What follows belongs to an exercise in optimizing a design on an open flow for small area; a production flow would make more cautious choices.
Where RTL was checked, it was by simulation tests only, not by an equivalence proof against the original.
The clock port is modelled as an ideal driver; clocking choices that lean on that would not hold on a real chip.
Power is estimated from default activity; no workload was simulated.

==> run R: inputs <==
// stego_top
module stego_top(
    input         clk,
    input         rst,
    input  [5:0]  sw,
    input         edge_detected,
    input         start_pixels,
    input  [23:0] message,
    input  [23:0] img,
    output [15:0] add_img,
    output [15:0] add_imgencoder,
    output [11:0] add_data,
    output [23:0] stego_out,
    output        stego_valid,
    output [23:0] msg_out
    );
==> flow/config.mk <==
export PLATFORM = sky130hd
export DESIGN_NAME = stego_top
export DESIGN_NICKNAME = stego_top
export VERILOG_FILES = /design/flow/design.v
export SDC_FILE = /design/flow/constraint.sdc
export NUM_CORES = 4
export LEC_CHECK = 0
export ABC_AREA = 1
export CAP_MARGIN = 20
export CORE_MARGIN = 2
export CORE_UTILIZATION = 55
export PLACE_DENSITY = 0.7
export SLEW_MARGIN = 20
==> flow/constraint.sdc <==
create_clock -name core_clock -period 6.0 [get_ports {clk}]
set_input_delay 1.2000 -clock core_clock [delete_from_list [all_inputs] [get_ports {clk}]]
set_output_delay 1.2000 -clock core_clock [all_outputs]
set_load 0.01 [all_outputs]
standard.sh (not shown) runs the stock make flow with config.mk's settings and CLKGATE_MAP_FILE= SYNTH_SCRIPT=/design/flow/synth_recipe.tcl, a recipe that flattens the netlist after the stock synthesis.
==> flow/flow/run.sh <==
#!/bin/bash
# Standard layout (standard.sh, unchanged synthesis), with these changes in
# how it is made:
#  - ports are buffered with the smallest buffer (buf_1) instead of the
#    default pick;
#  - clock tree: clkbuf_8 buffers, no dummy loads;
#  - after CTS, area recovery: each combinational cell takes the smallest
#    size that keeps slews, loads and slacks within margins.

set -euo pipefail
export BUFFER_PORTS_ARGS="-buffer_cell sky130_fd_sc_hd__buf_1"
export CTS_ARGS="-sink_clustering_enable -repair_clock_nets -buf_list sky130_fd_sc_hd__clkbuf_8 -dont_use_dummy_load"
export POST_CTS_TCL="$PWD/flow/area_recover.tcl"
bash standard.sh > standard.log 2>&1
==> flow/flow/area_recover.tcl <==
set ::ar_margin [expr {[info exists ::env(AR_MARGIN)] ? $::env(AR_MARGIN) : 0.2}]
set ::ar_setup  [expr {[info exists ::env(AR_SETUP)] ? $::env(AR_SETUP) : 0.3}]
set ::ar_hold   [expr {[info exists ::env(AR_HOLD)] ? $::env(AR_HOLD) : 0.05}]
set ::ar_clk_slew [expr {[info exists ::env(AR_CLK_SLEW)] ? $::env(AR_CLK_SLEW) : 0.10}]
estimate_parasitics -placement
sta::make_equiv_cells [lindex [get_libs *] 0]

proc ar_ok {} {
  global ar_margin ar_setup ar_hold ;# set at global scope above
  if {[sta::max_slew_check_slack_limit] < $ar_margin} { return 0 }
  if {[sta::max_capacitance_check_slack_limit] < $ar_margin} { return 0 }
  if {[sta::worst_slack_cmd max] < $ar_setup * 1e-9} { return 0 }
  if {[sta::worst_slack_cmd min] < $ar_hold * 1e-9} { return 0 }
  return 1
}

proc ar_clk_slew {} {
  set mx 0
  foreach p [get_pins -quiet */CLK] {
    set s [get_property $p slew_max]
    if {$s > $mx} { set mx $s }
  }
  return $mx
}

if {![ar_ok]} {
  puts "area_recover: the design does not meet the margins before recovery; skipped"
} else {
  set cands {}
  foreach inst [get_cells *] {
    set lc [get_lib_cells -quiet -of_objects $inst]
    if {$lc == "" || [catch {set name [get_name $lc]}]} continue
    if {[regexp {__(df|tap|fill|decap|clkbuf|clkinv|conb)} $name]} continue
    set iname [get_full_name $inst]
    if {[regexp {^(input|output)[0-9]+$} $iname]} continue
    set skip 0
    foreach p [get_pins -of_objects $inst -filter "direction==output"] {
      set n [get_nets -quiet -of_objects $p]
      if {$n != "" && [[sta::sta_to_db_net $n] getSigType] == "CLOCK"} { set skip 1 }
    }
    if {$skip} continue
    if {[catch {set a0 [get_property $lc area]}]} continue
    lappend cands [list $inst $a0]
  }
  set saved 0.0
  set changed 0
  foreach c [lsort -real -decreasing -index 1 $cands] {
    lassign $c inst a0
    set lc0 [get_lib_cells -of_objects $inst]
    set smaller {}
    set eqs [sta::find_equiv_cells $lc0]
    if {$eqs == "" || $eqs == "NULL"} continue
    foreach e $eqs {
      if {$e == "NULL"} continue
      set en [get_name $e]
      if {[regexp {lpflow|probe} $en]} continue
      if {[catch {set a [get_property $e area]}]} continue
      if {$a < $a0} { lappend smaller [list $e $a] }
    }
    foreach s [lsort -real -index 1 $smaller] {
      lassign $s e a
      replace_cell $inst $e
      if {[ar_ok]} {
        set saved [expr {$saved + $a0 - $a}]
        incr changed
        break
      }
      replace_cell $inst $lc0
    }
  }
  puts "area_recover: resized $changed cells, [format %.1f $saved] um2 less"

  # clock buffers: smallest clkbuf that keeps the clock pins' slews low
  set csaved 0.0
  set cchanged 0
  set clkbufs {}
  foreach b {1 2 4 8 16} { lappend clkbufs [get_lib_cells sky130_fd_sc_hd__clkbuf_$b] }
  foreach inst [get_cells *] {
    set lc0 [get_lib_cells -quiet -of_objects $inst]
    if {$lc0 == "" || [catch {set n0 [get_name $lc0]}]} continue
    if {![regexp {__clkbuf_[0-9]+$} $n0]} continue
    set a0 [get_property $lc0 area]
    foreach c $clkbufs {
      set a [get_property $c area]
      if {$a >= $a0} break
      replace_cell $inst $c
      if {[ar_clk_slew] <= $::ar_clk_slew && [ar_ok]} {
        set csaved [expr {$csaved + $a0 - $a}]
        incr cchanged
        break
      }
      replace_cell $inst $lc0
    }
  }
  puts "area_recover: resized $cchanged clock buffers, [format %.1f $csaved] um2 less, clock pin slew [format %.1f [expr {[ar_clk_slew] * 1e3}]] ps"
}
==> run D (differences from run R) <==
--- a/flow/design.v
+++ b/flow/design.v
@@ -1,24 +1,23 @@
 `timescale 1ns / 1ps
 module Controller(
    input clk, rst, input [5:0] Switches,
    output reg [15:0] add_img,
    output reg [15:0] add_imgencoder,
    output reg [11:0] add_data,
    input flag_AV_edge_detected, flag_AV_starting_img_pixels
     );
-wire valid = (Switches == 6'd1) | (Switches == 6'd2) | (Switches == 6'd4) |
-             (Switches == 6'd8) | (Switches == 6'd16) | (Switches == 6'd32);
-wire m1  = Switches[0];
-wire m2  = Switches[1];
-wire m4  = Switches[2];
-wire m8  = Switches[3];
-wire m16 = Switches[4];
-wire m32 = Switches[5];
+wire m1  = Switches == 6'd1;
+wire m2  = Switches == 6'd2;
+wire m4  = Switches == 6'd4;
+wire m8  = Switches == 6'd8;
+wire m16 = Switches == 6'd16;
+wire m32 = Switches == 6'd32;
+wire valid = m1 | m2 | m4 | m8 | m16 | m32;
 reg       started;
 reg [4:0] c;
 wire c_last = (m4  & c[4] & c[2] & c[1] & c[0]) |    
               (m8  & c[2] & c[0]) |                  
               (m16 & c[3] & c[1] & c[0]) |           
               (m32 & c[2]);                          
 wire cmode  = m4 | m8 | m16 | m32;
 wire run    = valid & flag_AV_starting_img_pixels & started;
@@ -63,33 +62,32 @@
 module encoder(
 input clk, rst, input [5:0] Switches,
 input [23:0]  message,
 input [23:0] img,
 output reg [23:0] stego_out,
 input flagAV_edge_detected, flag_start_encoding,
 output reg flag_starting_decoding
     );
-wire valid = (Switches == 6'd1) | (Switches == 6'd2) | (Switches == 6'd4) |
-             (Switches == 6'd8) | (Switches == 6'd16) | (Switches == 6'd32);
-wire m1  = Switches[0];
-wire m2  = Switches[1];
-wire m4  = Switches[2];
-wire m8  = Switches[3];
-wire m16 = Switches[4];
-wire m32 = Switches[5];
+wire m1  = Switches == 6'd1;
+wire m2  = Switches == 6'd2;
+wire m4  = Switches == 6'd4;
+wire m8  = Switches == 6'd8;
+wire m16 = Switches == 6'd16;
+wire m32 = Switches == 6'd32;
+wire valid = m1 | m2 | m4 | m8 | m16 | m32;
 reg [4:0] p;
 reg enable1, enable2;
 wire p_last = (m1  & p[4]) |                          
               (m2  & p[4] & p[0]) |                   
               (m4  & p[4] & p[2] & p[1] & p[0]) |     
               (m8  & p[4] & p[2]) |                   
               (m16 & p[4] & p[2] & p[1]) |            
               (m32 & p[4]);                           
-wire [2:0] w = {m1 | m8 | m32, m1 | m2 | m16, m2 | m4 | m32};
+wire [2:0] w = m1 ? 3'd6 : m2 ? 3'd3 : m4 ? 3'd1 : m8 ? 3'd4 : m16 ? 3'd2 : 3'd5;
 function [4:0] add5(input [4:0] a, input [2:0] b);
     integer i;
     reg cy;
     reg [4:0] bb;
     begin
         cy = 1'b0;
         bb = {2'b00, b};
         for (i = 0; i < 5; i = i + 1) begin
@@ -145,24 +143,23 @@
 endmodule
 `timescale 1ns / 1ps
 module Decoderr(
     input clk, rst, input [5:0] Switches,
     input flag_enable_Decoder,
     input [23:0] stego_in,
     output reg [23:0] msg_out
     );
-wire valid = (Switches == 6'd1) | (Switches == 6'd2) | (Switches == 6'd4) |
-             (Switches == 6'd8) | (Switches == 6'd16) | (Switches == 6'd32);
-wire m1  = Switches[0];
-wire m2  = Switches[1];
-wire m4  = Switches[2];
-wire m8  = Switches[3];
-wire m16 = Switches[4];
-wire m32 = Switches[5];
+wire m1  = Switches == 6'd1;
+wire m2  = Switches == 6'd2;
+wire m4  = Switches == 6'd4;
+wire m8  = Switches == 6'd8;
+wire m16 = Switches == 6'd16;
+wire m32 = Switches == 6'd32;
+wire valid = m1 | m2 | m4 | m8 | m16 | m32;
 reg [23:0] out;
 reg [4:0] k;
 wire k_last = (m1  & k[1] & k[0]) |                  
               (m2  & k[2] & k[1] & k[0]) |           
               (m4  & k[4] & k[2] & k[1] & k[0]) |    
               (m8  & k[2] & k[0]) |                  
               (m16 & k[3] & k[1] & k[0]) |           
               (m32 & k[2]);                          
==> flow/flow/run.sh (replaced) <==
#!/bin/bash
# Standard layout, with two changes in how it is made:
#  - ports are buffered with the smallest buffer (buf_1) instead of the
#    default pick;
#  - after floorplan, combinational cells are set to their smallest size;
#    placement and the timing repairs size them up where needed.
set -euo pipefail
export BUFFER_PORTS_ARGS="-buffer_cell sky130_fd_sc_hd__buf_1"
export POST_FLOORPLAN_TCL="$PWD/flow/downsize.tcl"
bash standard.sh > standard.log 2>&1
==> flow/flow/downsize.tcl (new file) <==
# Runs after floorplan (POST_FLOORPLAN_TCL): give every combinational cell
# the smallest cell of the same function. Registers keep their cells.
# Placement's repair_design and the later timing repairs size up again
# wherever slew, capacitance or timing need it.
sta::make_equiv_cells [lindex [get_libs *] 0]
set n 0
set saved 0.0
foreach inst [get_cells *] {
  set lc [get_lib_cells -of_objects $inst]
  set name [get_name $lc]
  if {[string match "*__df*" $name] || [string match "*__tap*" $name]} continue
  set eq [sta::find_equiv_cells $lc]
  if {$eq == ""} continue
  set best $lc
  if {[catch {set ba [get_property $lc area]}]} continue
  foreach c $eq {
    if {$c == "NULL" || $c == ""} continue
    set cn [get_name $c]
    if {[string match "*lpflow*" $cn] || [string match "*probe*" $cn]} continue
    if {[catch {set a [get_property $c area]}]} continue
    if {$a < $ba} { set best $c; set ba $a }
  }
  if {$best != $lc} {
    set saved [expr {$saved + [get_property $lc area] - $ba}]
    replace_cell $inst $best
    incr n
  }
}
puts "downsize: replaced $n cells, [format %.1f $saved] um2"
ABC_AREA = 0   (was 1)
CTS_BUF_LIST = sky130_fd_sc_hd__clkbuf_8   (was not set)
removed: flow/flow/area_recover.tcl
==> comparison table <==
| metric | run R | run D |
|---|---|---|
| P per Cell Area | 222 mW/mm^2 | 241 mW/mm^2 |
| Data arrival at the endpoint of the critical path | 5.22 ns | 5.46 ns |
| Critical path depth in cells | 24 | 21 |
| Fmax | 218 MHz | 196 MHz |
| Maximum number of pins on one net before global-route repair | 70 | 61 |
| DRT Pass-1 Iters | 5 | 10 |
| Clock transition at path regs | 0.09 ns | 0.08 ns |
| Lkg Pwr | 3.49 nW | 3.47 nW |
| Switching pwr | 0.000479 W | 0.000489 W |
| Count of multi-input gates | 581 | 474 |
| Clock buf count | 17 | 19 |
| Nets | 1068 | 912 |
| Tmin final | 4.58 ns | 5.11 ns |
| Worst setup slack after layout | 1.42 ns | 0.894 ns |
| Outcome | finished clean | finished clean |
| Final instance area | 0.00753 sq mm | 0.00796 sq mm |
Function not checked in run D: the RTL went through the layout flow alone.

-- what the ideal ports hide --
The results above use ideal ports. As a check the final layouts listed here were re-extracted and re-timed, cells and wires unchanged. Step 1: set_driving_cell puts a clkbuf_16 on clk and a buf_2 on each other input, an assumption about the parent block. Step 2 times the ports against the registers' clock, not the clock port: input delays grow and output delays shrink by t, the midpoint of the rising clock arrivals with the driver on. Three values: ideal ports, drivers, drivers and shift; two values: the first two.
run	t, ns	slack for setup (ns)	worst setup path after step 2
run R	0.788	1.418 / 1.429 / 0.641	input to register
run D	0.493	0.894 / 0.905 / 0.412	input to register
After both steps every run listed still meets setup and hold. The setup slack of run R, which loses most, moves by +0.011 ns with the drivers and by -0.777 ns with both steps.
